This design comes from an exercise in tuning for small area on the open sky130 flow, not from production work. Function was checked by simulation only, so behaviour that the tests miss may differ from the original.

File: design/flow/design.v
`timescale 1ns / 1ps
module top(
    input         clk,
    input         rst,
    input  [26:0] freq_config,
    input  [26:0] phas_config,
    output reg [13:0] S
    );
    reg [26:0] T;
    reg        tc;
    wire [26:0] a = T & {27{~rst}};
    wire        am = tc & ~rst;
    wire s0, c1;
    hadd us0 (.a(a[0]), .b(freq_config[0]), .s(s0), .co(c1));
    wire s2, c3;
    fadd us2 (.a(a[1]), .b(freq_config[1]), .c(c1), .s(s2), .co(c3));
    wire s4, c5;
    fadd us4 (.a(a[2]), .b(freq_config[2]), .c(c3), .s(s4), .co(c5));
    wire s6, c7;
    fadd us6 (.a(a[3]), .b(freq_config[3]), .c(c5), .s(s6), .co(c7));
    wire s8, c9;
    fadd us8 (.a(a[4]), .b(freq_config[4]), .c(c7), .s(s8), .co(c9));
    wire s10, c11;
    fadd us10 (.a(a[5]), .b(freq_config[5]), .c(c9), .s(s10), .co(c11));
    wire s12, c13;
    fadd us12 (.a(a[6]), .b(freq_config[6]), .c(c11), .s(s12), .co(c13));
    wire s14, c15;
    fadd us14 (.a(a[7]), .b(freq_config[7]), .c(c13), .s(s14), .co(c15));
    wire s16, c17;
    fadd us16 (.a(a[8]), .b(freq_config[8]), .c(c15), .s(s16), .co(c17));
    wire s18, c19;
    fadd us18 (.a(a[9]), .b(freq_config[9]), .c(c17), .s(s18), .co(c19));
    wire s20, c21;
    fadd us20 (.a(a[10]), .b(freq_config[10]), .c(c19), .s(s20), .co(c21));
    wire s22, c23;
    fadd us22 (.a(a[11]), .b(freq_config[11]), .c(c21), .s(s22), .co(c23));
    wire s24, c25;
    fadd us24 (.a(a[12]), .b(freq_config[12]), .c(c23), .s(s24), .co(c25));
    wire s26, c27;
    fadd us26 (.a(a[13]), .b(freq_config[13]), .c(c25), .s(s26), .co(c27));
    wire s28, c29;
    fadd us28 (.a(a[14]), .b(freq_config[14]), .c(am), .s(s28), .co(c29));
    wire s30, c31;
    fadd us30 (.a(a[15]), .b(freq_config[15]), .c(c29), .s(s30), .co(c31));
    wire s32, c33;
    fadd us32 (.a(a[16]), .b(freq_config[16]), .c(c31), .s(s32), .co(c33));
    wire s34, c35;
    fadd us34 (.a(a[17]), .b(freq_config[17]), .c(c33), .s(s34), .co(c35));
    wire s36, c37;
    fadd us36 (.a(a[18]), .b(freq_config[18]), .c(c35), .s(s36), .co(c37));
    wire s38, c39;
    fadd us38 (.a(a[19]), .b(freq_config[19]), .c(c37), .s(s38), .co(c39));
    wire s40, c41;
    fadd us40 (.a(a[20]), .b(freq_config[20]), .c(c39), .s(s40), .co(c41));
    wire s42, c43;
    fadd us42 (.a(a[21]), .b(freq_config[21]), .c(c41), .s(s42), .co(c43));
    wire s44, c45;
    fadd us44 (.a(a[22]), .b(freq_config[22]), .c(c43), .s(s44), .co(c45));
    wire s46, c47;
    fadd us46 (.a(a[23]), .b(freq_config[23]), .c(c45), .s(s46), .co(c47));
    wire s48, c49;
    fadd us48 (.a(a[24]), .b(freq_config[24]), .c(c47), .s(s48), .co(c49));
    wire s50, c51;
    fadd us50 (.a(a[25]), .b(freq_config[25]), .c(c49), .s(s50), .co(c51));
    wire s52 = a[26] ^ freq_config[26] ^ c51;
    always @(posedge clk) begin
        T  <= {s52, s50, s48, s46, s44, s42, s40, s38, s36, s34, s32, s30, s28, s26, s24, s22, s20, s18, s16, s14, s12, s10, s8, s6, s4, s2, s0};
        tc <= c27;
    end
    wire s53, c54;
    hadd us53 (.a(a[14]), .b(am), .s(s53), .co(c54));
    wire s55, c56;
    hadd us55 (.a(a[15]), .b(c54), .s(s55), .co(c56));
    wire s57, c58;
    hadd us57 (.a(a[16]), .b(c56), .s(s57), .co(c58));
    wire s59, c60;
    hadd us59 (.a(a[17]), .b(c58), .s(s59), .co(c60));
    wire s61, c62;
    hadd us61 (.a(a[18]), .b(c60), .s(s61), .co(c62));
    wire s63, c64;
    fadd us63 (.a(a[19]), .b(phas_config[19]), .c(c62), .s(s63), .co(c64));
    wire s65, c66;
    fadd us65 (.a(a[20]), .b(phas_config[20]), .c(c64), .s(s65), .co(c66));
    wire s67, c68;
    fadd us67 (.a(a[21]), .b(phas_config[21]), .c(c66), .s(s67), .co(c68));
    wire s69, c70;
    fadd us69 (.a(a[22]), .b(phas_config[22]), .c(c68), .s(s69), .co(c70));
    wire s71, c72;
    fadd us71 (.a(a[23]), .b(phas_config[23]), .c(c70), .s(s71), .co(c72));
    wire s73, c74;
    fadd us73 (.a(a[24]), .b(phas_config[24]), .c(c72), .s(s73), .co(c74));
    wire s75, c76;
    fadd us75 (.a(a[25]), .b(phas_config[25]), .c(c74), .s(s75), .co(c76));
    wire s77 = a[26] ^ phas_config[26] ^ c76;
    reg [7:0] z0;
    always @(posedge clk) z0 <= {s77, s75, s73, s71, s69, s67, s65, s63};
    wire c78 = a[0] & phas_config[0];
    wire c79 = (a[1] & phas_config[1]) | (c78 & (a[1] | phas_config[1]));
    wire c80 = (a[2] & phas_config[2]) | (c79 & (a[2] | phas_config[2]));
    wire c81 = (a[3] & phas_config[3]) | (c80 & (a[3] | phas_config[3]));
    wire c82 = (a[4] & phas_config[4]) | (c81 & (a[4] | phas_config[4]));
    wire c83 = (a[5] & phas_config[5]) | (c82 & (a[5] | phas_config[5]));
    wire c84 = (a[6] & phas_config[6]) | (c83 & (a[6] | phas_config[6]));
    wire c85 = (a[7] & phas_config[7]) | (c84 & (a[7] | phas_config[7]));
    wire c86 = (a[8] & phas_config[8]) | (c85 & (a[8] | phas_config[8]));
    wire c87 = (a[9] & phas_config[9]) | (c86 & (a[9] | phas_config[9]));
    wire c88 = (a[10] & phas_config[10]) | (c87 & (a[10] | phas_config[10]));
    wire c89 = (a[11] & phas_config[11]) | (c88 & (a[11] | phas_config[11]));
    wire c90 = (a[12] & phas_config[12]) | (c89 & (a[12] | phas_config[12]));
    wire c91 = (a[13] & phas_config[13]) | (c90 & (a[13] | phas_config[13]));
    wire c92 = (s53 & phas_config[14]) | (c91 & (s53 | phas_config[14]));
    wire c93 = (s55 & phas_config[15]) | (c92 & (s55 | phas_config[15]));
    wire c94 = (s57 & phas_config[16]) | (c93 & (s57 | phas_config[16]));
    wire c95 = (s59 & phas_config[17]) | (c94 & (s59 | phas_config[17]));
    wire c96 = (s61 & phas_config[18]) | (c95 & (s61 | phas_config[18]));
    reg k0;
    always @(posedge clk) k0 <= c96;
    wire k97 = k0;
    wire s98, c99;
    hadd us98 (.a(z0[0]), .b(k97), .s(s98), .co(c99));
    wire s100, c101;
    hadd us100 (.a(z0[1]), .b(c99), .s(s100), .co(c101));
    wire s102, c103;
    hadd us102 (.a(z0[2]), .b(c101), .s(s102), .co(c103));
    wire s104, c105;
    hadd us104 (.a(z0[3]), .b(c103), .s(s104), .co(c105));
    wire s106, c107;
    hadd us106 (.a(z0[4]), .b(c105), .s(s106), .co(c107));
    wire s108, c109;
    hadd us108 (.a(z0[5]), .b(c107), .s(s108), .co(c109));
    wire s110, c111;
    hadd us110 (.a(z0[6]), .b(c109), .s(s110), .co(c111));
    wire s112 = z0[7] ^ c111;
    reg [7:0] ph1, ph2, ph3;
    reg [4:0] v4;       
    reg       f4;       
    reg       sa4, sb4;  
    always @(posedge clk) begin
        ph1 <= {s112, s110, s108, s106, s104, s102, s100, s98};
        ph2 <= ph1;
        ph3 <= ph2;
        f4  <= ph3[5] ^ ph3[6];
        v4  <= ph3[4:0] ^ {5{ph3[5] ^ ph3[6]}} ^ {5{ph3[6]}};
        sa4 <= (ph3[5] ^ ph3[6]) ? (ph3[7] ^ ph3[6]) : ph3[7];
        sb4 <= (ph3[5] ^ ph3[6]) ? ph3[7] : (ph3[7] ^ ph3[6]);
    end
    reg        rd;
    reg [13:0] ci;
    reg [13:1] cqh;
    wire [13:0] cq = {cqh, ci[0]};
    wire s113 = ~ci[0];
    wire s114 = ~(ci[1] ^ ci[0]);
    wire c115 = ci[1] | ci[0];
    wire s116, c117;
    hadd us116 (.a(ci[2]), .b(c115), .s(s116), .co(c117));
    wire s118 = ~(ci[3] ^ c117);
    wire c119 = ci[3] | c117;
    wire s120, c121;
    hadd us120 (.a(ci[4]), .b(c119), .s(s120), .co(c121));
    wire s122, c123;
    hadd us122 (.a(ci[5]), .b(c121), .s(s122), .co(c123));
    wire s124, c125;
    hadd us124 (.a(ci[6]), .b(c123), .s(s124), .co(c125));
    wire s126, c127;
    hadd us126 (.a(ci[7]), .b(c125), .s(s126), .co(c127));
    wire s128, c129;
    hadd us128 (.a(ci[8]), .b(c127), .s(s128), .co(c129));
    wire s130, c131;
    hadd us130 (.a(ci[9]), .b(c129), .s(s130), .co(c131));
    wire s132, c133;
    hadd us132 (.a(ci[10]), .b(c131), .s(s132), .co(c133));
    wire s134, c135;
    hadd us134 (.a(ci[11]), .b(c133), .s(s134), .co(c135));
    wire s136, c137;
    hadd us136 (.a(ci[12]), .b(c135), .s(s136), .co(c137));
    wire s138, c139;
    hadd us138 (.a(ci[13]), .b(c137), .s(s138), .co(c139));
    wire s140 = ~cq[0];
    wire s141, c142;
    hadd us141 (.a(cq[1]), .b(cq[0]), .s(s141), .co(c142));
    wire s143 = ~(cq[2] ^ c142);
    wire c144 = cq[2] | c142;
    wire s145 = ~(cq[3] ^ c144);
    wire c146 = cq[3] | c144;
    wire s147, c148;
    hadd us147 (.a(cq[4]), .b(c146), .s(s147), .co(c148));
    wire s149, c150;
    hadd us149 (.a(cq[5]), .b(c148), .s(s149), .co(c150));
    wire s151, c152;
    hadd us151 (.a(cq[6]), .b(c150), .s(s151), .co(c152));
    wire s153, c154;
    hadd us153 (.a(cq[7]), .b(c152), .s(s153), .co(c154));
    wire s155, c156;
    hadd us155 (.a(cq[8]), .b(c154), .s(s155), .co(c156));
    wire s157, c158;
    hadd us157 (.a(cq[9]), .b(c156), .s(s157), .co(c158));
    wire s159, c160;
    hadd us159 (.a(cq[10]), .b(c158), .s(s159), .co(c160));
    wire s161, c162;
    hadd us161 (.a(cq[11]), .b(c160), .s(s161), .co(c162));
    wire s163, c164;
    hadd us163 (.a(cq[12]), .b(c162), .s(s163), .co(c164));
    wire s165, c166;
    hadd us165 (.a(cq[13]), .b(c164), .s(s165), .co(c166));
    always @(posedge clk) begin
        rd <= rst;
        ci <= {s138, s136, s134, s132, s130, s128, s126, s124, s122, s120, s118, s116, s114, s113} & {14{~rd}};
        cqh <= {s165, s163, s161, s159, s157, s155, s153, s151, s149, s147, s145, s143, s141} & {13{~rd}};
    end
    wire [3:0] ta_one, ta_two, ta_neg, tb_one, tb_two, tb_neg;
    wire ta_none0;
    assign ta_one[0] = ~ta_none0;
    wire ta_none1;
    assign ta_one[1] = ~ta_none1;
    wire ta_none2;
    assign ta_one[2] = ~ta_none2;
    wire ta_none3;
    assign ta_one[3] = ~ta_none3;
    wire ta_ntwo0;
    assign ta_two[0] = ~ta_ntwo0;
    wire ta_ntwo1;
    assign ta_two[1] = ~ta_ntwo1;
    wire ta_ntwo2;
    assign ta_two[2] = ~ta_ntwo2;
    assign ta_two[3] = 1'b0;
    assign ta_neg[3] = 1'b0;
    wire tb_none0;
    assign tb_one[0] = ~tb_none0;
    wire tb_none1;
    assign tb_one[1] = ~tb_none1;
    wire tb_none2;
    assign tb_one[2] = ~tb_none2;
    assign tb_one[3] = 1'b0;
    wire tb_ntwo0;
    assign tb_two[0] = ~tb_ntwo0;
    wire tb_ntwo1;
    assign tb_two[1] = ~tb_ntwo1;
    wire tb_ntwo2;
    assign tb_two[2] = ~tb_ntwo2;
    assign tb_two[3] = 1'b1;
    assign tb_neg[3] = 1'b0;
    hlut ut(.v(v4), .ta_none0(ta_none0), .ta_none1(ta_none1), .ta_none2(ta_none2), .ta_none3(ta_none3), .ta_ntwo0(ta_ntwo0), .ta_ntwo1(ta_ntwo1), .ta_ntwo2(ta_ntwo2), .ta_neg0(ta_neg[0]), .ta_neg1(ta_neg[1]), .ta_neg2(ta_neg[2]), .tb_none0(tb_none0), .tb_none1(tb_none1), .tb_none2(tb_none2), .tb_ntwo0(tb_ntwo0), .tb_ntwo1(tb_ntwo1), .tb_ntwo2(tb_ntwo2), .tb_neg0(tb_neg[0]), .tb_neg1(tb_neg[1]), .tb_neg2(tb_neg[2]));
    wire [13:0] ca = f4 ? ci : cq;
    wire [13:0] cb = f4 ? cq : ci;
    wire g167 = ta_neg[0] ^ sa4;
    wire p168 = ((ta_one[0] & ca[0])) ^ g167;
    wire p169 = ((ta_one[0] & ca[1]) | (ta_two[0] & ca[0])) ^ g167;
    wire p170 = ((ta_one[0] & ca[2]) | (ta_two[0] & ca[1])) ^ g167;
    wire p171 = ((ta_one[0] & ca[3]) | (ta_two[0] & ca[2])) ^ g167;
    wire p172 = ((ta_one[0] & ca[4]) | (ta_two[0] & ca[3])) ^ g167;
    wire p173 = ((ta_one[0] & ca[5]) | (ta_two[0] & ca[4])) ^ g167;
    wire p174 = ((ta_one[0] & ca[6]) | (ta_two[0] & ca[5])) ^ g167;
    wire p175 = ((ta_one[0] & ca[7]) | (ta_two[0] & ca[6])) ^ g167;
    wire p176 = ((ta_one[0] & ca[8]) | (ta_two[0] & ca[7])) ^ g167;
    wire p177 = ((ta_one[0] & ca[9]) | (ta_two[0] & ca[8])) ^ g167;
    wire p178 = ((ta_one[0] & ca[10]) | (ta_two[0] & ca[9])) ^ g167;
    wire p179 = ((ta_one[0] & ca[11]) | (ta_two[0] & ca[10])) ^ g167;
    wire p180 = ((ta_one[0] & ca[12]) | (ta_two[0] & ca[11])) ^ g167;
    wire p181 = ((ta_one[0] & ca[13]) | (ta_two[0] & ca[12])) ^ g167;
    wire p182 = ((ta_two[0] & ca[13])) ^ g167;
    wire g183 = ~g167;
    wire g184 = ta_neg[1] ^ sa4;
    wire p185 = ((ta_one[1] & ca[0])) ^ g184;
    wire p186 = ((ta_one[1] & ca[1]) | (ta_two[1] & ca[0])) ^ g184;
    wire p187 = ((ta_one[1] & ca[2]) | (ta_two[1] & ca[1])) ^ g184;
    wire p188 = ((ta_one[1] & ca[3]) | (ta_two[1] & ca[2])) ^ g184;
    wire p189 = ((ta_one[1] & ca[4]) | (ta_two[1] & ca[3])) ^ g184;
    wire p190 = ((ta_one[1] & ca[5]) | (ta_two[1] & ca[4])) ^ g184;
    wire p191 = ((ta_one[1] & ca[6]) | (ta_two[1] & ca[5])) ^ g184;
    wire p192 = ((ta_one[1] & ca[7]) | (ta_two[1] & ca[6])) ^ g184;
    wire p193 = ((ta_one[1] & ca[8]) | (ta_two[1] & ca[7])) ^ g184;
    wire p194 = ((ta_one[1] & ca[9]) | (ta_two[1] & ca[8])) ^ g184;
    wire p195 = ((ta_one[1] & ca[10]) | (ta_two[1] & ca[9])) ^ g184;
    wire p196 = ((ta_one[1] & ca[11]) | (ta_two[1] & ca[10])) ^ g184;
    wire p197 = ((ta_one[1] & ca[12]) | (ta_two[1] & ca[11])) ^ g184;
    wire p198 = ((ta_one[1] & ca[13]) | (ta_two[1] & ca[12])) ^ g184;
    wire p199 = ((ta_two[1] & ca[13])) ^ g184;
    wire g200 = ~g184;
    wire g201 = ta_neg[2] ^ sa4;
    wire p202 = ((ta_one[2] & ca[0])) ^ g201;
    wire p203 = ((ta_one[2] & ca[1]) | (ta_two[2] & ca[0])) ^ g201;
    wire p204 = ((ta_one[2] & ca[2]) | (ta_two[2] & ca[1])) ^ g201;
    wire p205 = ((ta_one[2] & ca[3]) | (ta_two[2] & ca[2])) ^ g201;
    wire p206 = ((ta_one[2] & ca[4]) | (ta_two[2] & ca[3])) ^ g201;
    wire p207 = ((ta_one[2] & ca[5]) | (ta_two[2] & ca[4])) ^ g201;
    wire p208 = ((ta_one[2] & ca[6]) | (ta_two[2] & ca[5])) ^ g201;
    wire p209 = ((ta_one[2] & ca[7]) | (ta_two[2] & ca[6])) ^ g201;
    wire p210 = ((ta_one[2] & ca[8]) | (ta_two[2] & ca[7])) ^ g201;
    wire p211 = ((ta_one[2] & ca[9]) | (ta_two[2] & ca[8])) ^ g201;
    wire p212 = ((ta_one[2] & ca[10]) | (ta_two[2] & ca[9])) ^ g201;
    wire p213 = ((ta_one[2] & ca[11]) | (ta_two[2] & ca[10])) ^ g201;
    wire p214 = ((ta_one[2] & ca[12]) | (ta_two[2] & ca[11])) ^ g201;
    wire p215 = ((ta_one[2] & ca[13]) | (ta_two[2] & ca[12])) ^ g201;
    wire p216 = ((ta_two[2] & ca[13])) ^ g201;
    wire g217 = ~g201;
    wire g218 = ta_neg[3] ^ sa4;
    wire p219 = ((ta_one[3] & ca[0])) ^ g218;
    wire p220 = ((ta_one[3] & ca[1]) | (ta_two[3] & ca[0])) ^ g218;
    wire p221 = ((ta_one[3] & ca[2]) | (ta_two[3] & ca[1])) ^ g218;
    wire p222 = ((ta_one[3] & ca[3]) | (ta_two[3] & ca[2])) ^ g218;
    wire p223 = ((ta_one[3] & ca[4]) | (ta_two[3] & ca[3])) ^ g218;
    wire p224 = ((ta_one[3] & ca[5]) | (ta_two[3] & ca[4])) ^ g218;
    wire p225 = ((ta_one[3] & ca[6]) | (ta_two[3] & ca[5])) ^ g218;
    wire p226 = ((ta_one[3] & ca[7]) | (ta_two[3] & ca[6])) ^ g218;
    wire p227 = ((ta_one[3] & ca[8]) | (ta_two[3] & ca[7])) ^ g218;
    wire p228 = ((ta_one[3] & ca[9]) | (ta_two[3] & ca[8])) ^ g218;
    wire p229 = ((ta_one[3] & ca[10]) | (ta_two[3] & ca[9])) ^ g218;
    wire p230 = ((ta_one[3] & ca[11]) | (ta_two[3] & ca[10])) ^ g218;
    wire p231 = ((ta_one[3] & ca[12]) | (ta_two[3] & ca[11])) ^ g218;
    wire p232 = ((ta_one[3] & ca[13]) | (ta_two[3] & ca[12])) ^ g218;
    wire p233 = ((ta_two[3] & ca[13])) ^ g218;
    wire g234 = ~g218;
    wire g235 = tb_neg[0] ^ sb4;
    wire p236 = ((tb_one[0] & cb[0])) ^ g235;
    wire p237 = ((tb_one[0] & cb[1]) | (tb_two[0] & cb[0])) ^ g235;
    wire p238 = ((tb_one[0] & cb[2]) | (tb_two[0] & cb[1])) ^ g235;
    wire p239 = ((tb_one[0] & cb[3]) | (tb_two[0] & cb[2])) ^ g235;
    wire p240 = ((tb_one[0] & cb[4]) | (tb_two[0] & cb[3])) ^ g235;
    wire p241 = ((tb_one[0] & cb[5]) | (tb_two[0] & cb[4])) ^ g235;
    wire p242 = ((tb_one[0] & cb[6]) | (tb_two[0] & cb[5])) ^ g235;
    wire p243 = ((tb_one[0] & cb[7]) | (tb_two[0] & cb[6])) ^ g235;
    wire p244 = ((tb_one[0] & cb[8]) | (tb_two[0] & cb[7])) ^ g235;
    wire p245 = ((tb_one[0] & cb[9]) | (tb_two[0] & cb[8])) ^ g235;
    wire p246 = ((tb_one[0] & cb[10]) | (tb_two[0] & cb[9])) ^ g235;
    wire p247 = ((tb_one[0] & cb[11]) | (tb_two[0] & cb[10])) ^ g235;
    wire p248 = ((tb_one[0] & cb[12]) | (tb_two[0] & cb[11])) ^ g235;
    wire p249 = ((tb_one[0] & cb[13]) | (tb_two[0] & cb[12])) ^ g235;
    wire p250 = ((tb_two[0] & cb[13])) ^ g235;
    wire g251 = ~g235;
    wire g252 = tb_neg[1] ^ sb4;
    wire p253 = ((tb_one[1] & cb[0])) ^ g252;
    wire p254 = ((tb_one[1] & cb[1]) | (tb_two[1] & cb[0])) ^ g252;
    wire p255 = ((tb_one[1] & cb[2]) | (tb_two[1] & cb[1])) ^ g252;
    wire p256 = ((tb_one[1] & cb[3]) | (tb_two[1] & cb[2])) ^ g252;
    wire p257 = ((tb_one[1] & cb[4]) | (tb_two[1] & cb[3])) ^ g252;
    wire p258 = ((tb_one[1] & cb[5]) | (tb_two[1] & cb[4])) ^ g252;
    wire p259 = ((tb_one[1] & cb[6]) | (tb_two[1] & cb[5])) ^ g252;
    wire p260 = ((tb_one[1] & cb[7]) | (tb_two[1] & cb[6])) ^ g252;
    wire p261 = ((tb_one[1] & cb[8]) | (tb_two[1] & cb[7])) ^ g252;
    wire p262 = ((tb_one[1] & cb[9]) | (tb_two[1] & cb[8])) ^ g252;
    wire p263 = ((tb_one[1] & cb[10]) | (tb_two[1] & cb[9])) ^ g252;
    wire p264 = ((tb_one[1] & cb[11]) | (tb_two[1] & cb[10])) ^ g252;
    wire p265 = ((tb_one[1] & cb[12]) | (tb_two[1] & cb[11])) ^ g252;
    wire p266 = ((tb_one[1] & cb[13]) | (tb_two[1] & cb[12])) ^ g252;
    wire p267 = ((tb_two[1] & cb[13])) ^ g252;
    wire g268 = ~g252;
    wire g269 = tb_neg[2] ^ sb4;
    wire p270 = ((tb_one[2] & cb[0])) ^ g269;
    wire p271 = ((tb_one[2] & cb[1]) | (tb_two[2] & cb[0])) ^ g269;
    wire p272 = ((tb_one[2] & cb[2]) | (tb_two[2] & cb[1])) ^ g269;
    wire p273 = ((tb_one[2] & cb[3]) | (tb_two[2] & cb[2])) ^ g269;
    wire p274 = ((tb_one[2] & cb[4]) | (tb_two[2] & cb[3])) ^ g269;
    wire p275 = ((tb_one[2] & cb[5]) | (tb_two[2] & cb[4])) ^ g269;
    wire p276 = ((tb_one[2] & cb[6]) | (tb_two[2] & cb[5])) ^ g269;
    wire p277 = ((tb_one[2] & cb[7]) | (tb_two[2] & cb[6])) ^ g269;
    wire p278 = ((tb_one[2] & cb[8]) | (tb_two[2] & cb[7])) ^ g269;
    wire p279 = ((tb_one[2] & cb[9]) | (tb_two[2] & cb[8])) ^ g269;
    wire p280 = ((tb_one[2] & cb[10]) | (tb_two[2] & cb[9])) ^ g269;
    wire p281 = ((tb_one[2] & cb[11]) | (tb_two[2] & cb[10])) ^ g269;
    wire p282 = ((tb_one[2] & cb[12]) | (tb_two[2] & cb[11])) ^ g269;
    wire p283 = ((tb_one[2] & cb[13]) | (tb_two[2] & cb[12])) ^ g269;
    wire p284 = ((tb_two[2] & cb[13])) ^ g269;
    wire g285 = ~g269;
    wire g286 = tb_neg[3] ^ sb4;
    wire p287 = ((tb_one[3] & cb[0])) ^ g286;
    wire p288 = ((tb_one[3] & cb[1]) | (tb_two[3] & cb[0])) ^ g286;
    wire p289 = ((tb_one[3] & cb[2]) | (tb_two[3] & cb[1])) ^ g286;
    wire p290 = ((tb_one[3] & cb[3]) | (tb_two[3] & cb[2])) ^ g286;
    wire p291 = ((tb_one[3] & cb[4]) | (tb_two[3] & cb[3])) ^ g286;
    wire p292 = ((tb_one[3] & cb[5]) | (tb_two[3] & cb[4])) ^ g286;
    wire p293 = ((tb_one[3] & cb[6]) | (tb_two[3] & cb[5])) ^ g286;
    wire p294 = ((tb_one[3] & cb[7]) | (tb_two[3] & cb[6])) ^ g286;
    wire p295 = ((tb_one[3] & cb[8]) | (tb_two[3] & cb[7])) ^ g286;
    wire p296 = ((tb_one[3] & cb[9]) | (tb_two[3] & cb[8])) ^ g286;
    wire p297 = ((tb_one[3] & cb[10]) | (tb_two[3] & cb[9])) ^ g286;
    wire p298 = ((tb_one[3] & cb[11]) | (tb_two[3] & cb[10])) ^ g286;
    wire p299 = ((tb_one[3] & cb[12]) | (tb_two[3] & cb[11])) ^ g286;
    wire p300 = ((tb_one[3] & cb[13]) | (tb_two[3] & cb[12])) ^ g286;
    wire p301 = ((tb_two[3] & cb[13])) ^ g286;
    wire g302 = ~g286;
    wire s303, c304;
    hadd us303 (.a(g184), .b(p170), .s(s303), .co(c304));
    wire s305, c306;
    hadd us305 (.a(p171), .b(p186), .s(s305), .co(c306));
    wire s307, c308;
    fadd us307 (.a(g201), .b(p172), .c(p187), .s(s307), .co(c308));
    wire s309, c310;
    hadd us309 (.a(p202), .b(c306), .s(s309), .co(c310));
    wire s311, c312;
    fadd us311 (.a(p173), .b(p188), .c(p203), .s(s311), .co(c312));
    wire s313, c314;
    hadd us313 (.a(c308), .b(s311), .s(s313), .co(c314));
    wire s315, c316;
    fadd us315 (.a(g218), .b(p174), .c(p189), .s(s315), .co(c316));
    wire s317, c318;
    fadd us317 (.a(p204), .b(p219), .c(c312), .s(s317), .co(c318));
    wire s319, c320;
    hadd us319 (.a(s315), .b(c314), .s(s319), .co(c320));
    wire s321, c322;
    fadd us321 (.a(p175), .b(p190), .c(p205), .s(s321), .co(c322));
    wire s323, c324;
    fadd us323 (.a(p220), .b(c316), .c(s321), .s(s323), .co(c324));
    wire s325, c326;
    hadd us325 (.a(c318), .b(s323), .s(s325), .co(c326));
    wire s327, c328;
    fadd us327 (.a(p176), .b(p191), .c(p206), .s(s327), .co(c328));
    wire s329, c330;
    fadd us329 (.a(p221), .b(c322), .c(s327), .s(s329), .co(c330));
    wire s331, c332;
    hadd us331 (.a(c324), .b(s329), .s(s331), .co(c332));
    wire lg333 = g167 & p168;
    wire lg334 = p169 & 1'b0;
    wire lg335 = p185 & s303;
    wire lg336 = c304 & s305;
    wire lg337 = s307 & s309;
    wire lg338 = c310 & s313;
    wire lg339 = s317 & s319;
    wire lg340 = c320 & s325;
    wire lg341 = c326 & s331;
    wire lt342 = g167 | p168;
    wire lt343 = p169 | 1'b0;
    wire lt344 = p185 | s303;
    wire lt345 = c304 | s305;
    wire lt346 = s307 | s309;
    wire lt347 = c310 | s313;
    wire lt348 = s317 | s319;
    wire lt349 = c320 | s325;
    wire lt350 = c326 | s331;
    wire lg351 = lg334 | (lt343 & lg333);
    wire lt352 = lt343 & lt342;
    wire lg353 = lg336 | (lt345 & lg335);
    wire lt354 = lt345 & lt344;
    wire lg355 = lg338 | (lt347 & lg337);
    wire lt356 = lt347 & lt346;
    wire lg357 = lg340 | (lt349 & lg339);
    wire lt358 = lt349 & lt348;
    wire lg359 = lg353 | (lt354 & lg351);
    wire lt360 = lt354 & lt352;
    wire lg361 = lg357 | (lt358 & lg355);
    wire lt362 = lt358 & lt356;
    wire lg363 = lg361 | (lt362 & lg359);
    wire lt364 = lt362 & lt360;
    wire lg365 = lg341 | (lt350 & lg363);
    wire lt366 = lt350 & lt364;
    wire s367, c368;
    hadd us367 (.a(g252), .b(p238), .s(s367), .co(c368));
    wire s369, c370;
    hadd us369 (.a(p239), .b(p254), .s(s369), .co(c370));
    wire s371, c372;
    fadd us371 (.a(g269), .b(p240), .c(p255), .s(s371), .co(c372));
    wire s373, c374;
    hadd us373 (.a(p270), .b(c370), .s(s373), .co(c374));
    wire s375, c376;
    fadd us375 (.a(p241), .b(p256), .c(p271), .s(s375), .co(c376));
    wire s377, c378;
    hadd us377 (.a(c372), .b(s375), .s(s377), .co(c378));
    wire s379, c380;
    fadd us379 (.a(g286), .b(p242), .c(p257), .s(s379), .co(c380));
    wire s381, c382;
    fadd us381 (.a(p272), .b(p287), .c(c376), .s(s381), .co(c382));
    wire s383, c384;
    hadd us383 (.a(s379), .b(c378), .s(s383), .co(c384));
    wire s385, c386;
    fadd us385 (.a(p243), .b(p258), .c(p273), .s(s385), .co(c386));
    wire s387, c388;
    fadd us387 (.a(p288), .b(c380), .c(s385), .s(s387), .co(c388));
    wire s389, c390;
    hadd us389 (.a(c382), .b(s387), .s(s389), .co(c390));
    wire s391, c392;
    fadd us391 (.a(p244), .b(p259), .c(p274), .s(s391), .co(c392));
    wire s393, c394;
    fadd us393 (.a(p289), .b(c386), .c(s391), .s(s393), .co(c394));
    wire s395, c396;
    hadd us395 (.a(c388), .b(s393), .s(s395), .co(c396));
    wire lg397 = g235 & p236;
    wire lg398 = p237 & 1'b0;
    wire lg399 = p253 & s367;
    wire lg400 = c368 & s369;
    wire lg401 = s371 & s373;
    wire lg402 = c374 & s377;
    wire lg403 = s381 & s383;
    wire lg404 = c384 & s389;
    wire lg405 = c390 & s395;
    wire lt406 = g235 | p236;
    wire lt407 = p237 | 1'b0;
    wire lt408 = p253 | s367;
    wire lt409 = c368 | s369;
    wire lt410 = s371 | s373;
    wire lt411 = c374 | s377;
    wire lt412 = s381 | s383;
    wire lt413 = c384 | s389;
    wire lt414 = c390 | s395;
    wire lg415 = lg398 | (lt407 & lg397);
    wire lt416 = lt407 & lt406;
    wire lg417 = lg400 | (lt409 & lg399);
    wire lt418 = lt409 & lt408;
    wire lg419 = lg402 | (lt411 & lg401);
    wire lt420 = lt411 & lt410;
    wire lg421 = lg404 | (lt413 & lg403);
    wire lt422 = lt413 & lt412;
    wire lg423 = lg417 | (lt418 & lg415);
    wire lt424 = lt418 & lt416;
    wire lg425 = lg421 | (lt422 & lg419);
    wire lt426 = lt422 & lt420;
    wire lg427 = lg425 | (lt426 & lg423);
    wire lt428 = lt426 & lt424;
    wire lg429 = lg405 | (lt414 & lg427);
    wire lt430 = lt414 & lt428;
    wire s431, c432;
    fadd us431 (.a(p177), .b(p192), .c(p207), .s(s431), .co(c432));
    wire s433, c434;
    fadd us433 (.a(p222), .b(p245), .c(p260), .s(s433), .co(c434));
    wire s435, c436;
    fadd us435 (.a(p275), .b(p290), .c(c328), .s(s435), .co(c436));
    wire s437, c438;
    fadd us437 (.a(c392), .b(s431), .c(s433), .s(s437), .co(c438));
    wire s439, c440;
    fadd us439 (.a(c330), .b(c394), .c(s435), .s(s439), .co(c440));
    wire s441, c442;
    fadd us441 (.a(s437), .b(c332), .c(c396), .s(s441), .co(c442));
    wire s443, c444;
    hadd us443 (.a(s439), .b(s441), .s(s443), .co(c444));
    wire s445, c446;
    fadd us445 (.a(p178), .b(p193), .c(p208), .s(s445), .co(c446));
    wire s447, c448;
    fadd us447 (.a(p223), .b(p246), .c(p261), .s(s447), .co(c448));
    wire s449, c450;
    fadd us449 (.a(p276), .b(p291), .c(c432), .s(s449), .co(c450));
    wire s451, c452;
    fadd us451 (.a(c434), .b(s445), .c(s447), .s(s451), .co(c452));
    wire s453, c454;
    fadd us453 (.a(c436), .b(c438), .c(s449), .s(s453), .co(c454));
    wire s455, c456;
    fadd us455 (.a(s451), .b(c440), .c(s453), .s(s455), .co(c456));
    wire s457, c458;
    hadd us457 (.a(c442), .b(s455), .s(s457), .co(c458));
    wire s459, c460;
    fadd us459 (.a(p179), .b(p194), .c(p209), .s(s459), .co(c460));
    wire s461, c462;
    fadd us461 (.a(p224), .b(p247), .c(p262), .s(s461), .co(c462));
    wire s463, c464;
    fadd us463 (.a(p277), .b(p292), .c(c446), .s(s463), .co(c464));
    wire s465, c466;
    fadd us465 (.a(c448), .b(s459), .c(s461), .s(s465), .co(c466));
    wire s467, c468;
    fadd us467 (.a(c450), .b(c452), .c(s463), .s(s467), .co(c468));
    wire s469, c470;
    fadd us469 (.a(s465), .b(c454), .c(s467), .s(s469), .co(c470));
    wire s471, c472;
    hadd us471 (.a(c456), .b(s469), .s(s471), .co(c472));
    wire s473, c474;
    fadd us473 (.a(p180), .b(p195), .c(p210), .s(s473), .co(c474));
    wire s475, c476;
    fadd us475 (.a(p225), .b(p248), .c(p263), .s(s475), .co(c476));
    wire s477, c478;
    fadd us477 (.a(p278), .b(p293), .c(c460), .s(s477), .co(c478));
    wire s479, c480;
    fadd us479 (.a(c462), .b(s473), .c(s475), .s(s479), .co(c480));
    wire s481, c482;
    fadd us481 (.a(c464), .b(c466), .c(s477), .s(s481), .co(c482));
    wire s483, c484;
    fadd us483 (.a(s479), .b(c468), .c(s481), .s(s483), .co(c484));
    wire s485, c486;
    hadd us485 (.a(c470), .b(s483), .s(s485), .co(c486));
    wire s487, c488;
    fadd us487 (.a(p181), .b(p196), .c(p211), .s(s487), .co(c488));
    wire s489, c490;
    fadd us489 (.a(p226), .b(p249), .c(p264), .s(s489), .co(c490));
    wire s491, c492;
    fadd us491 (.a(p279), .b(p294), .c(c474), .s(s491), .co(c492));
    wire s493, c494;
    fadd us493 (.a(c476), .b(s487), .c(s489), .s(s493), .co(c494));
    wire s495, c496;
    fadd us495 (.a(c478), .b(c480), .c(s491), .s(s495), .co(c496));
    wire s497, c498;
    fadd us497 (.a(s493), .b(c482), .c(s495), .s(s497), .co(c498));
    wire s499, c500;
    hadd us499 (.a(c484), .b(s497), .s(s499), .co(c500));
    wire s501, c502;
    fadd us501 (.a(p182), .b(p197), .c(p212), .s(s501), .co(c502));
    wire s503, c504;
    fadd us503 (.a(p227), .b(p250), .c(p265), .s(s503), .co(c504));
    wire s505, c506;
    fadd us505 (.a(p280), .b(p295), .c(c488), .s(s505), .co(c506));
    wire s507, c508;
    fadd us507 (.a(c490), .b(s501), .c(s503), .s(s507), .co(c508));
    wire s509, c510;
    fadd us509 (.a(c492), .b(c494), .c(s505), .s(s509), .co(c510));
    wire s511, c512;
    fadd us511 (.a(s507), .b(c496), .c(s509), .s(s511), .co(c512));
    wire s513, c514;
    hadd us513 (.a(c498), .b(s511), .s(s513), .co(c514));
    wire s515, c516;
    fadd us515 (.a(g183), .b(g251), .c(p198), .s(s515), .co(c516));
    wire s517, c518;
    fadd us517 (.a(p213), .b(p228), .c(p266), .s(s517), .co(c518));
    wire s519, c520;
    fadd us519 (.a(p281), .b(p296), .c(c502), .s(s519), .co(c520));
    wire s521, c522;
    fadd us521 (.a(c504), .b(s515), .c(s517), .s(s521), .co(c522));
    wire s523, c524;
    fadd us523 (.a(c506), .b(c508), .c(s519), .s(s523), .co(c524));
    wire s525, c526;
    fadd us525 (.a(s521), .b(c510), .c(s523), .s(s525), .co(c526));
    wire s527, c528;
    hadd us527 (.a(c512), .b(s525), .s(s527), .co(c528));
    wire v529 = ~p199;
    wire s530, c531;
    fadd us530 (.a(p214), .b(p229), .c(p267), .s(s530), .co(c531));
    wire s532, c533;
    fadd us532 (.a(p282), .b(p297), .c(v529), .s(s532), .co(c533));
    wire s534, c535;
    fadd us534 (.a(c516), .b(c518), .c(s530), .s(s534), .co(c535));
    wire s536, c537;
    fadd us536 (.a(s532), .b(c520), .c(c522), .s(s536), .co(c537));
    wire s538, c539;
    fadd us538 (.a(s534), .b(c524), .c(s536), .s(s538), .co(c539));
    wire s540, c541;
    hadd us540 (.a(c526), .b(s538), .s(s540), .co(c541));
    wire v542 = ~g200;
    wire s543, c544;
    fadd us543 (.a(g268), .b(v542), .c(p199), .s(s543), .co(c544));
    wire s545, c546;
    fadd us545 (.a(p215), .b(p230), .c(p283), .s(s545), .co(c546));
    wire s547, c548;
    fadd us547 (.a(p298), .b(c531), .c(c533), .s(s547), .co(c548));
    wire s549, c550;
    fadd us549 (.a(s543), .b(s545), .c(c535), .s(s549), .co(c550));
    wire s551, c552;
    fadd us551 (.a(s547), .b(c537), .c(s549), .s(s551), .co(c552));
    wire s553, c554;
    hadd us553 (.a(c539), .b(s551), .s(s553), .co(c554));
    wire s555, c556;
    fadd us555 (.a(g200), .b(p216), .c(p231), .s(s555), .co(c556));
    wire s557, c558;
    fadd us557 (.a(p284), .b(p299), .c(c544), .s(s557), .co(c558));
    wire s559, c560;
    fadd us559 (.a(c546), .b(s555), .c(c548), .s(s559), .co(c560));
    wire s561, c562;
    fadd us561 (.a(s557), .b(c550), .c(s559), .s(s561), .co(c562));
    wire s563, c564;
    hadd us563 (.a(c552), .b(s561), .s(s563), .co(c564));
    wire v565 = ~g217;
    wire s566, c567;
    fadd us566 (.a(g285), .b(v565), .c(p232), .s(s566), .co(c567));
    wire s568, c569;
    fadd us568 (.a(p300), .b(c556), .c(s566), .s(s568), .co(c569));
    wire s570, c571;
    fadd us570 (.a(c558), .b(s568), .c(c560), .s(s570), .co(c571));
    wire s572, c573;
    hadd us572 (.a(c562), .b(s570), .s(s572), .co(c573));
    wire s574, c575;
    fadd us574 (.a(g217), .b(p233), .c(p301), .s(s574), .co(c575));
    wire s576, c577;
    fadd us576 (.a(c567), .b(s574), .c(c569), .s(s576), .co(c577));
    wire s578, c579;
    hadd us578 (.a(s576), .b(c571), .s(s578), .co(c579));
    wire v580 = ~g234;
    wire s581, c582;
    fadd us581 (.a(g302), .b(v580), .c(c575), .s(s581), .co(c582));
    wire s583, c584;
    hadd us583 (.a(s581), .b(c577), .s(s583), .co(c584));
    wire s585, c586;
    hadd us585 (.a(g234), .b(c582), .s(s585), .co(c586));
    wire [14:0] r1 = {s585, s583, s578, s572, c554, c541, c528, c514, c500, c486, c472, c458, c444, s443, 1'b1};
    wire [14:0] r2 = {c584, c579, c573, c564, s563, s553, s540, s527, s513, s499, s485, s471, s457, lg365, lg429};
    wire [14:0] rs;
    assign rs[0] = 1'b0;
    wire s587, c588;
    fadd us587 (.a(r1[1]), .b(r2[1]), .c(r2[0]), .s(s587), .co(c588));
    assign rs[1] = s587;
    wire s589, c590;
    fadd us589 (.a(r1[2]), .b(r2[2]), .c(c588), .s(s589), .co(c590));
    assign rs[2] = s589;
    wire [11:0] sg591 = {1'b0, r1[12:3], 1'b1} + {1'b0, r2[12:3], c590};
    assign rs[12:3] = sg591[10:1];
    wire s592, c593;
    fadd us592 (.a(r1[13]), .b(r2[13]), .c(sg591[11]), .s(s592), .co(c593));
    assign rs[13] = s592;
    wire s594 = r1[14] ^ r2[14] ^ c593;
    assign rs[14] = s594;
    always @(posedge clk) S <= rs[14:1];
endmodule
module fadd(input a, input b, input c, output s, output co);
    assign s  = a ^ b ^ c;
    assign co = (a & b) | (c & (a ^ b));
endmodule
module hadd(input a, input b, output s, output co);
    assign s  = a ^ b;
    assign co = a & b;
endmodule
module cmaj(input a, input b, input c, output co);
    assign co = (a & b) | (c & (a | b));
endmodule
module hlut(input [4:0] v, output ta_none0, output ta_none1, output ta_none2, output ta_none3, output ta_ntwo0, output ta_ntwo1, output ta_ntwo2, output ta_neg0, output ta_neg1, output ta_neg2, output tb_none0, output tb_none1, output tb_none2, output tb_ntwo0, output tb_ntwo1, output tb_ntwo2, output tb_neg0, output tb_neg1, output tb_neg2);
    assign ta_none0 = 32'h732d5555 >> v;
    assign ta_none1 = 32'h9b25a5a5 >> v;
    assign ta_none2 = 32'h03fc3f07 >> v;
    assign ta_none3 = 32'h00003bff >> v;
    assign ta_ntwo0 = 32'hadf6eeee >> v;
    assign ta_ntwo1 = 32'h7cfbde7b >> v;
    assign ta_ntwo2 = 32'hffffc0ff >> v;
    assign ta_neg0 = 32'h08488888 >> v;
    assign ta_neg1 = 32'h041c4318 >> v;
    assign ta_neg2 = 32'h0003c400 >> v;
    assign tb_none0 = 32'h00e4ab30 >> v;
    assign tb_none1 = 32'h33b8f03f >> v;
    assign tb_none2 = 32'hff008fff >> v;
    assign tb_ntwo0 = 32'hff5b77cf >> v;
    assign tb_ntwo1 = 32'hfc7f0fff >> v;
    assign tb_ntwo2 = 32'h00ffffff >> v;
    assign tb_neg0 = 32'haa36cc3f >> v;
    assign tb_neg1 = 32'hc0c08fc0 >> v;
    assign tb_neg2 = 32'hffff7000 >> v;
endmodule
File: design/flow/flow/run.sh
#!/bin/bash
# The standard layout (the standard.sh), with two changes:
#  - the port buffers are the smallest buffer, sky130_fd_sc_hd__buf_1;
#  - clock tree synthesis inserts no dummy loads.
set -euo pipefail
bash standard.sh \
  'BUFFER_PORTS_ARGS=-buffer_cell sky130_fd_sc_hd__buf_1' \
  'CTS_ARGS=-sink_clustering_enable -repair_clock_nets -dont_use_dummy_load' \
  finish > standard_flow.log 2>&1
File: design/flow/standard.sh
#!/bin/bash
# synth_recipe.tcl (not shown) runs the flow's synth.tcl, then flattens the netlist and writes it again
# the make line also repeats each setting of config.mk as NAME=value (left out here)
make -C /OpenROAD-flow-scripts/flow DESIGN_CONFIG=/design/flow/config.mk WORK_HOME=/design/flow/orfs CLKGATE_MAP_FILE= SYNTH_SCRIPT=/design/flow/synth_recipe.tcl "${@:-finish}"
File: design/flow/config.mk
export PLATFORM = sky130hd
export DESIGN_NAME = top
export DESIGN_NICKNAME = top
export VERILOG_FILES = /design/flow/design.v
export SDC_FILE = /design/flow/constraint.sdc
export NUM_CORES = 4
export LEC_CHECK = 0
export ABC_AREA = 1
export CAP_MARGIN = 20
export CORE_MARGIN = 2
export CORE_UTILIZATION = 70
export SLEW_MARGIN = 20
export SYNTH_HIERARCHICAL = 1
export SYNTH_MINIMUM_KEEP_SIZE = 0
File: design/flow/constraint.sdc
create_clock -name core_clock -period 8.0 [get_ports {clk}]
set_input_delay 1.6000 -clock core_clock [delete_from_list [all_inputs] [get_ports {clk}]]
set_output_delay 1.6000 -clock core_clock [all_outputs]
set_load 0.01 [all_outputs]
==> results.yml, run 1 <==
floorplan:
  io_pins: 70
  dieWidth_um: 121
  rows: 42
  fp.coreArea_sq_mm: 0.0132
  die-area_sq_mm: 0.0145
  chipHeight_um: 121
  floorplan.initialDensity_pct: 71.8
route:
  vias: 7116
  ant_nets: 0
  wl_um: 18900
  firstDrtPassIters: 5
  vias_per_cell: 5.59
  drt_iter0_drc: 571
  wire_per_inst_um: 14.9
  drc: 0
clocking:
  insertion_delay_ps: 350
  cts_tree: "done"
  postCtsSetupRepairBufs: 0
  clock_path_buffers: 2
  cts_resized: 0
  cts_buffers: 9
  root_buffer: "clkbuf_16"
  clkTransAtPathRegs_ps: 80
  hold_buffers: 0
  cts_sinks: 111
  htreeDepth: 3
logic_synthesis:
  synth_top_family_by_area: "adder cells"
  ys_seq_elements: 111
  synth_warnings: 7
  syn-cell-area_sq_mm: 0.00951
  syn-mean-instance-area_sq_um: 9.17
  synth_xor_area_share_pct: 13.6
  synth_fa_ha_area_share_pct: 34.8
  synthCells: 1038
  synth_compound_area_share_pct: 9.55
  yosysUniqueCellTypes: 36
  yosys.area_share.simple_pct: 11.9
  muxShareOfSynthArea_pct: 0
  seq_area_frac_synth_pct: 23.4
global_route:
  use_met3_pct: 5.19
  top_usage_layer: "met2"
  grt_use_met1_pct: 36.9
  grt_max_degree: 29
  first_global_vias: 6947
  grt_usage_pct: 27.8
  overflow: 0
  grt_pass1_wl_um: 32200
  antenna_found_initial: 0
  met2_usage_pct: 46.3
final_layout:
  synthToLayoutAreaGrowth_pct: 7.05
  fin_nets: 1351
  diodes: 0
  mostFrequentLayoutCell: "xor2_1"
  drive_above_1_share_pct: 5.47
  layout_common_cells: "xor2_1, fa_1, nand2_1"
  fill_cells: 1002
  seq_area_sq_mm: 0.00222
  final_cells: 1273
  multiInputGateArea_sq_mm: 0.00665
critical_path:
  arrival_ps: 7350
  critPathKind: "in -> reg"
  cp_cell_sequence: "buf_1, buf_4, nor2_1, fa_1, fa_1, fa_1, fa_1, fa_1, fa_1, fa_1, fa_1, fa_1, fa_1, fa_1, fa_1, fa_1"
  startpoint_type: "input pin"
  crit_fanout: 7
  required_ps: 8230
  crit_path_end_kind: "flip-flop"
  slowest_stage: "fa_1"
  critPathMaxStageDelay_ps: 440
  cp_common_cell: "fa_1"
sta:
  rsz0062_at_grt: "no"
  slew_violations: 0
  fin_crit_ps: 7120
  tns_ps: 0
  hold_viol_final: 0
  max_freq_mhz: 140
  worst_pin_slew_ps: 975
  timing.final.crit_share_pct: 89.0
  setup_viol: 0
  slew_headroom_pct: 34.7
  skew_ps: 26.0
place:
  gp_congestion: 0.955
  port_buffers: 69
  hpwl_um: 14900
  dp_cells: 1264
job:
  cap_violations: 0
min_path:
  hold_class: "reg -> reg"
outcome:
  status: "complete, no violations"
[registers in the layout, summed over array words and instances (netlist names)]
register	count
v4	5
rd	1
tc	1
k0	1
sb4	1
z0	8
ph1	8
T	27
ph3	8
sa4	1
ci	14
f4	1
cqh	13
S	14
ph2	8
[worst paths after layout]
path / from / end / slack, ps / cells past startpoint
min reg2reg: ph2[2]$_DFF_P_ / ph3[2]$_DFF_P_ / 330 / 0
min: ph2[2]$_DFF_P_ / ph3[2]$_DFF_P_ / 330 / 0
max reg2reg: v4[0]$_DFF_P_ / S[13]$_DFF_P_ / 1050 / 27
max: rst / T[13]$_DFF_P_ / 880 / 16
[kinds of logic (layout without fill, tap and decap cells)]
group / count (synthesis) / after routing
buf+inv: 158 / 217
compound gates: 152 / 152
simple gates: 273 / 273
xor+xnor: 148 / 148
flops: 111 / 111
fa+ha+maj: 196 / 196
[cell usage after synthesis (all sizes together)]
| library cell | count | area [sq um] |
|---|---|---|
| xor2 | 128 | 1120 |
| nand2 | 117 | 449 |
| fa | 114 | 2280 |
| inv | 113 | 427 |
| dfxtp | 111 | 2220 |
| nor2 | 103 | 394 |
| ha | 82 | 1030 |
| o22ai | 76 | 475 |
| nand3 | 36 | 190 |
| a21oi | 35 | 175 |
| o21ai | 25 | 129 |
| buf | 24 | 139 |
| xnor2 | 20 | 175 |
| clkbuf | 18 | 67.6 |
| or2 | 12 | 75.1 |
| o211ai | 5 | 42.5 |
| nor3 | 4 | 20.0 |
| o21bai | 4 | 30.0 |
| clkinv | 3 | 11.3 |
| a31oi | 2 | 12.5 |
| o22a | 2 | 17.5 |
| o32ai | 2 | 17.5 |
| a22o | 1 | 8.76 |
| nand4 | 1 | 6.26 |
[per-layer routing]
metal  vias to the layer above  share of wire, %
met2                       282                48
met4                         0               2.3
met3                        29               7.2
met1                      3349                42
li1                       3456                 -
met5                         -                 0
[stage by stage]
step	util (%)	area, sq um	hold slack, ps	setup slack (ps)
after floorplan	-	9510	310	757
after global placement	75.2	9960	310	559
after detailed placement	75.2	9960	312	523
after CTS	76.9	10200	328	885
after global routing	76.9	10200	330	546
final	76.9	10200	326	880
[modules after synthesis (local to each module, per instance)]
| module | times used | flip-flops and latches | cells inside |
|---|---|---|---|
| hadd | 63 | 0 | 1 |
| fadd | 113 | 0 | 1 |
| hlut | 1 | 0 | 114 |
| top | 1 | 111 | 748 |
[critical path: cells and delay by family]
| family | cells | cell delay [ps] |
|---|---|---|
| adder cells (fa/ha/maj) | 13 | 5170 |
| buffers and inverters | 2 | 510 |
| AND/OR/NAND/NOR | 1 | 60 |
[area by class of cell]
| class | instances | area share (%) |
|---|---|---|
| tap | 176 | 2.16 |
| sequential | 111 | 21.8 |
| clock buffer | 9 | 2.21 |
| multi-input combinational | 769 | 65.3 |
| inverter | 116 | 4.30 |
| timing repair buffer | 92 | 4.24 |
==> run 2, diff against run 1 <==
--- a/design/flow/config.mk
+++ b/design/flow/config.mk
@@ -9,5 +9,5 @@
 export CAP_MARGIN = 20
 export CORE_MARGIN = 2
-export CORE_UTILIZATION = 70
+export CORE_UTILIZATION = 60
 export SLEW_MARGIN = 20
 export SYNTH_HIERARCHICAL = 1
==> results.yml, run 2 <==
final_layout:
  diodes: 0
  largest_registers: "T (27), S (14), ci (14)"
  finalCoreUtilization_pct: 65.0
  largest_register: "T"
  final_cells: 1310
  fin_nets: 1348
  largest_reg_flops: 27
  final_cell_area_sq_mm: 0.0102
  fill_cells: 1364
  layout_common_cells: "xor2_1, fa_1, nand2_1"
  synthToLayoutAreaGrowth_pct: 7.34
  drive_above_1_share_pct: 5.21
  mostFrequentLayoutCell: "xor2_1"
logic_synthesis:
  seq_area_frac_synth_pct: 23.4
  ys.flop_type: "dfxtp_1"
  synth_common_cells: "xor2_1, fa_1, nand2_1"
  synth_area_leader_cell: "fa_1"
  ys_async_sr_fraction_pct: 0
  syn-mean-instance-area_sq_um: 9.17
  synth-edff-count: 0
  ys_seq_elements: 111
  synthTopCellsByArea: "fa_1, dfxtp_1, xor2_1"
  synthCells: 1038
  synth_warnings: 7
  synth.top_cell.area_share_pct: 24.0
  yosysMostFrequentCell: "xor2_1"
  yosysUniqueCellTypes: 36
  syn-cell-area_sq_mm: 0.00951
sta:
  finalWorstSetupSlack_ps: 945
  setup_viol: 0
  fin_crit_ps: 7060
  slew_violations: 0
  hold_ws_ps: 321
  timing.final.crit_share_pct: 88.2
  slew_headroom_pct: 40.9
  skew_ps: 26.5
  tns_ps: 0
  worst_pin_slew_ps: 885
  max_freq_mhz: 142
  hold_viol_final: 0
  rsz0062_at_grt: "no"
global_route:
  first_global_vias: 6541
  grt_usage_pct: 23.7
  grt_max_degree: 53
  grt_pass1_wl_um: 31400
  overflow: 0
  antenna_found_initial: 0
place:
  dpl_cell_area_sq_mm: 0.00999
  dp_cells: 1301
  pre_cts_ws_ps: 662
  gp_congestion: 0.889
  hpwl_um: 14900
  port_buffers: 69
route:
  vias_per_cell: 5.27
  ant_nets: 0
  drc: 0
  firstDrtPassIters: 5
  vias: 6905
  drt_iter0_drc: 487
  wl_um: 18600
  wire_per_inst_um: 14.2
floorplan:
  dieWidth_um: 130
  chipHeight_um: 130
  floorplan.initialDensity_pct: 60.6
  fp.coreArea_sq_mm: 0.0157
  io_pins: 70
  rows: 46
  die-area_sq_mm: 0.0169
critical_path:
  critPathLaunch: "v4[4]$_DFF_P_"
  critPathBufInv: 4
  startpoint_type: "flip-flop"
  arrival_ps: 7280
  required_ps: 8220
  crit_fanout: 14
  path_delay_family: "adder cells"
  crit_path_end_kind: "flip-flop"
  cp_common_cell: "fa_1"
  critPathKind: "reg -> reg"
  slowest_stage: "dfxtp_1"
  critPathMaxStageDelay_ps: 610
  worstReg2RegStart: "v4[4]$_DFF_P_"
clocking:
  cts_tree: "done"
  hold_buffers: 0
  htreeDepth: 3
  root_buffer: "clkbuf_16"
  cts_sinks: 111
  cts_resized: 0
  clock_path_buffers: 2
  insertion_delay_ps: 360
  cts_buffers: 9
  postCtsSetupRepairBufs: 0
  clkTransAtPathRegs_ps: 80
min_path:
  hold_class: "reg -> reg"
  hp-start: "ph1[0]$_DFF_P_"
job:
  cap_violations: 0
outcome:
  status: "complete, no violations"
-- run 2: cell counts after synthesis --
No cell type changed its count.
-- run 2: per-module statistics from Yosys, one instance, submodules excluded --
module / area (sq um) / cells inside / flops+latches
hadd: 12.5 / 1 / 0
hlut: 571 / 114 / 0
top: 5890 / 748 / 111
fadd: 20.0 / 1 / 0
-- run 2: logic make-up after synthesis --
family / count (synthesis) / share of synthesized area [%]
compound gates: 152 / 9.55
fa+ha+maj: 196 / 34.8
xor+xnor: 148 / 13.6
flops: 111 / 23.4
simple gates: 273 / 11.9
buf+inv: 158 / 6.77
-- run 2: final cells by class --
cell class / instances / area [sq um] / area share (%)
clock buffers: 9 / 225 / 2.21
inverters: 116 / 438 / 4.29
multi-input cells: 769 / 6650 / 65.1
flip-flops and latches: 111 / 2220 / 21.8
well taps: 216 / 270 / 2.65
repair buffers: 89 / 409 / 4.01
-- run 2: worst paths after layout --
path / cells past startpoint / slack, ps / endpoint
setup / recovery: 26 / 940 / S[13]$_DFF_P_
hold / removal: 0 / 320 / ph2[0]$_DFF_P_
setup reg to reg: 26 / 940 / S[13]$_DFF_P_
hold reg to reg: 0 / 320 / ph2[0]$_DFF_P_
-- run 2: worst register-to-register path, cell delays in order, from the launching register on --
cell      delay, ps
dfxtp_1         610
inv_1           350
nand2_1         170
o211ai_1        150
xnor2_1         470
clkinv_1        120
buf_4           230
xor2_1          200
fa_1            560
fa_1            420
ha_1            240
fa_1            460
ha_1            310
fa_1            440
fa_1            400
nand3_1          80
nand2_1          90
a21oi_1         130
inv_1            50
a21oi_1         200
o21ai_0         160
a21oi_1         170
o21bai_1        110
a21oi_1         170
o21bai_1        120
fa_1            390
xnor2_1         130
-- run 2: routing by layer --
metal | part of all wire (%) | wire, um | vias to the layer above | track usage [%]
met1 | 46 | 8530 | 3228 | 32.9
met4 | 1.7 | 322 | 0 | 6.45
met3 | 6.3 | 1170 | 19 | 4.92
met2 | 46 | 8550 | 210 | 38.2
li1 | - | - | 3448 | -
met5 | 0 | 0 | - | 0
==> run 3, diff against run 2 <==
--- a/design/flow/flow/run.sh
+++ b/design/flow/flow/run.sh
@@ -7,3 +7,4 @@
   'BUFFER_PORTS_ARGS=-buffer_cell sky130_fd_sc_hd__buf_1' \
   'CTS_ARGS=-sink_clustering_enable -repair_clock_nets -dont_use_dummy_load' \
+  REMOVE_ABC_BUFFERS=1 \
   finish > standard_flow.log 2>&1
--- a/design/flow/config.mk
+++ b/design/flow/config.mk
@@ -10,4 +10,5 @@
 export CORE_MARGIN = 2
 export CORE_UTILIZATION = 60
+export GPL_TIMING_DRIVEN = 0
 export SLEW_MARGIN = 20
 export SYNTH_HIERARCHICAL = 1
==> results.yml, run 3 <==
sta:
  slew_headroom_pct: 38.1
  max_freq_mhz: 132
  timing.final.crit_share_pct: 94.7
  setup_viol: 0
  slew_violations: 0
  rsz0062_at_grt: "no"
  hold_viol_final: 0
  skew_ps: 26.5
  fin_crit_ps: 7580
  worst_pin_slew_ps: 928
  finalWorstSetupSlack_ps: 423
route:
  ant_nets: 0
  vias: 6855
  wire_per_inst_um: 14.1
  firstDrtPassIters: 5
  wl_um: 18300
  drt_iter0_drc: 433
  drc: 0
  vias_per_cell: 5.29
final_layout:
  largest_registers: "T (27), S (14), ci (14)"
  fill_cells: 1362
  largest_register: "T"
  mostFrequentLayoutCell: "xor2_1"
  synthToLayoutAreaGrowth_pct: 6.39
  multiInputGateArea_sq_mm: 0.00665
  largest_reg_flops: 27
  final_cell_area_sq_mm: 0.0101
  finalCoreUtilization_pct: 64.4
  drive_above_1_share_pct: 4.54
  fin_nets: 1334
  seq_area_sq_mm: 0.00222
  layout_common_cells: "xor2_1, fa_1, nand2_1"
  diodes: 0
floorplan:
  dieWidth_um: 130
  chipHeight_um: 130
  fp.coreArea_sq_mm: 0.0157
  io_pins: 70
  die-area_sq_mm: 0.0169
  floorplan.initialDensity_pct: 60.6
  rows: 46
critical_path:
  critPathMaxStageDelay_ps: 710
  required_ps: 8230
  startpoint_type: "flip-flop"
  r2r_slack_ps: 420
  cp_cell_sequence: "inv_1, nand3_1, nand3_1, o22ai_1, xor2_1, fa_1, fa_1, ha_1, fa_1, ha_1, fa_1, fa_1, nand3_1, nand2_1, a21oi_1, inv_1, a21oi_1, o21ai_0, a21oi_1, o21bai_1, a21oi_1, o21bai_1, fa_1, xnor2_1"
  reg2regPathDepth: 24
  path_delay_family: "adder cells"
  crit_fanout: 15
  slowest_stage: "nand3_1"
  critPathBufInv: 2
  r2r-end: "S[13]$_DFF_P_"
  cp_common_cell: "fa_1"
  crit_path_end_kind: "flip-flop"
  arrival_ps: 7810
  critPathKind: "reg -> reg"
  worstReg2RegStart: "v4[4]$_DFF_P_"
logic_synthesis:
  synthTopCellsByArea: "fa_1, dfxtp_1, xor2_1"
  yosysMostFrequentCell: "xor2_1"
  yosysUniqueCellTypes: 36
  synth.top_cell.area_share_pct: 24.0
  synth_warnings: 7
  synth-edff-count: 0
  seq_area_frac_synth_pct: 23.4
  synthCells: 1038
  synth_area_leader_cell: "fa_1"
  syn-mean-instance-area_sq_um: 9.17
  ys.flop_type: "dfxtp_1"
  synth_common_cells: "xor2_1, fa_1, nand2_1"
  syn-cell-area_sq_mm: 0.00951
  ys_async_sr_fraction_pct: 0
  ys_seq_elements: 111
global_route:
  grt_max_degree: 53
  overflow: 0
  first_global_vias: 6459
  grt_pass1_wl_um: 30500
  antenna_found_initial: 0
  grt_usage_pct: 23.0
place:
  pre_cts_ws_ps: 225
  gp_congestion: 0.890
  hpwl_um: 14500
  port_buffers: 69
  dpl_cell_area_sq_mm: 0.00984
job:
  cap_violations: 0
clocking:
  htreeDepth: 3
  cts_sinks: 111
  clock_path_buffers: 2
  clkTransAtPathRegs_ps: 70
  cts_buffers: 9
  cts_tree: "done"
  insertion_delay_ps: 360
  root_buffer: "clkbuf_16"
min_path:
  hp-start: "ph2[0]$_DFF_P_"
  min_path_cells: 0
  hold_class: "reg -> reg"
  min_to: "ph3[0]$_DFF_P_"
outcome:
  status: "complete, no violations"
-- run 3: cell families after synthesis --
kind of cell	after synthesis	share of synthesized area (%)
flip-flops	111	23.4
buffers and inverters	158	6.77
AND/OR/NAND/NOR	273	11.9
XOR/XNOR	148	13.6
AO/OA/AOI/OAI	152	9.55
adder cells (fa/ha/maj)	196	34.8
-- run 3: metal layers --
| metal | global-route usage (%) | vias to the layer above | routed length [um] |
|---|---|---|---|
| met5 | 0 | - | 0 |
| met1 | 31.8 | 3149 | 8300 |
| met3 | 4.63 | 30 | 1190 |
| li1 | - | 3426 | - |
| met2 | 36.3 | 250 | 8350 |
| met4 | 7.78 | 0 | 440 |
-- run 3: cell type report --
type / count / area share (%)
repair buffers: 75 / 3.02
clock buffers: 9 / 2.22
well taps: 216 / 2.67
multi-input cells: 769 / 65.7
flip-flops and latches: 111 / 22.0
inverters: 116 / 4.40
-- run 3: timing repair --
item	4_1_cts	5_1_grt
hold buffers	0	0
setup buffers	0	5
setup endpoints to repair	0	3
gates resized for setup	0	2
-- run 3: worst reg2reg max path: stages (launching register included) --
cell and delay (ps):
dfxtp_1 630, inv_1 370, nand3_1 650, nand3_1 710, o22ai_1 390, xor2_1 210
fa_1 460, fa_1 450, ha_1 220, fa_1 460, ha_1 310, fa_1 450
fa_1 410, nand3_1 80, nand2_1 80, a21oi_1 150, inv_1 60, a21oi_1 200
o21ai_0 170, a21oi_1 160, o21bai_1 100, a21oi_1 140, o21bai_1 90, fa_1 380
xnor2_1 130
-- run 3: per-module statistics from Yosys (local to each module, per instance) --
module  flops+latches  area [sq um]  copies in the design  cells inside
top               111          5890                     1           748
hlut                0           571                     1           114
fadd                0          20.0                   113             1
hadd                0          12.5                    63             1
-- run 3: how the worst max path moves through the flow --
stage,from,slack (ps),end,cells past startpoint
floorplan,rst,1090,T[13]$_DFF_P_,15
global placement,rst,-330,T[13]$_DFF_P_,16
detailed placement,rst,230,T[13]$_DFF_P_,16
CTS,v4[4]$_DFF_P_,280,S[13]$_DFF_P_,26
global route,v4[4]$_DFF_P_,20,S[13]$_DFF_P_,25
finish,v4[4]$_DFF_P_,420,S[13]$_DFF_P_,24
-- run 3: per-stage QoR --
step / hold WS [ps] / setup TNS [ps] / cells
floorplan: 310 / 0 / 996
global placement: 310 / -744 / 1281
detailed placement: 312 / 0 / 1281
CTS: 328 / 0 / 1290
global route: 333 / 0 / 1296
finish: 327 / 0 / 1296

-- port drivers added, routing unchanged --
The results above use ideal ports. As a check the final layouts listed here were re-extracted and re-timed, cells and wires unchanged.
Step 1 assumes that a clkbuf_16 drives the clock port and a buf_2 every other input.
Step 2 adds t to the input delays and takes it off the output delays; t is the mean of the earliest and latest rising clock arrival at the registers after step 1. Input paths then give back, and output paths get back, about the clock's delay inside the block.
Slacks: no drivers / after step 1 / after step 2; pairs: no drivers / after step 1.
| run | t, ns | setup WS [ns] | hold WS [ns] | latest minus earliest clock arrival (ns) | worst data-port slew with drivers (ns) |
|---|---|---|---|---|---|
| run 1 | 0.379 | 0.880 / 0.898 / 0.519 | 0.326 / 0.326 / 0.326 | 0.027 / 0.027 | 0.04 |
| run 2 | 0.388 | 0.945 / 0.945 / 0.689 | 0.321 / 0.321 / 0.321 | 0.030 / 0.030 | 0.04 |
| run 3 | 0.390 | 0.423 / 0.423 / 0.232 | 0.327 / 0.327 / 0.327 | 0.027 / 0.027 | 0.04 |
After both steps setup and hold are still met in every run listed. The setup slack of run 1, which loses most, moves by +0.018 ns with the drivers and by -0.361 ns with both steps.
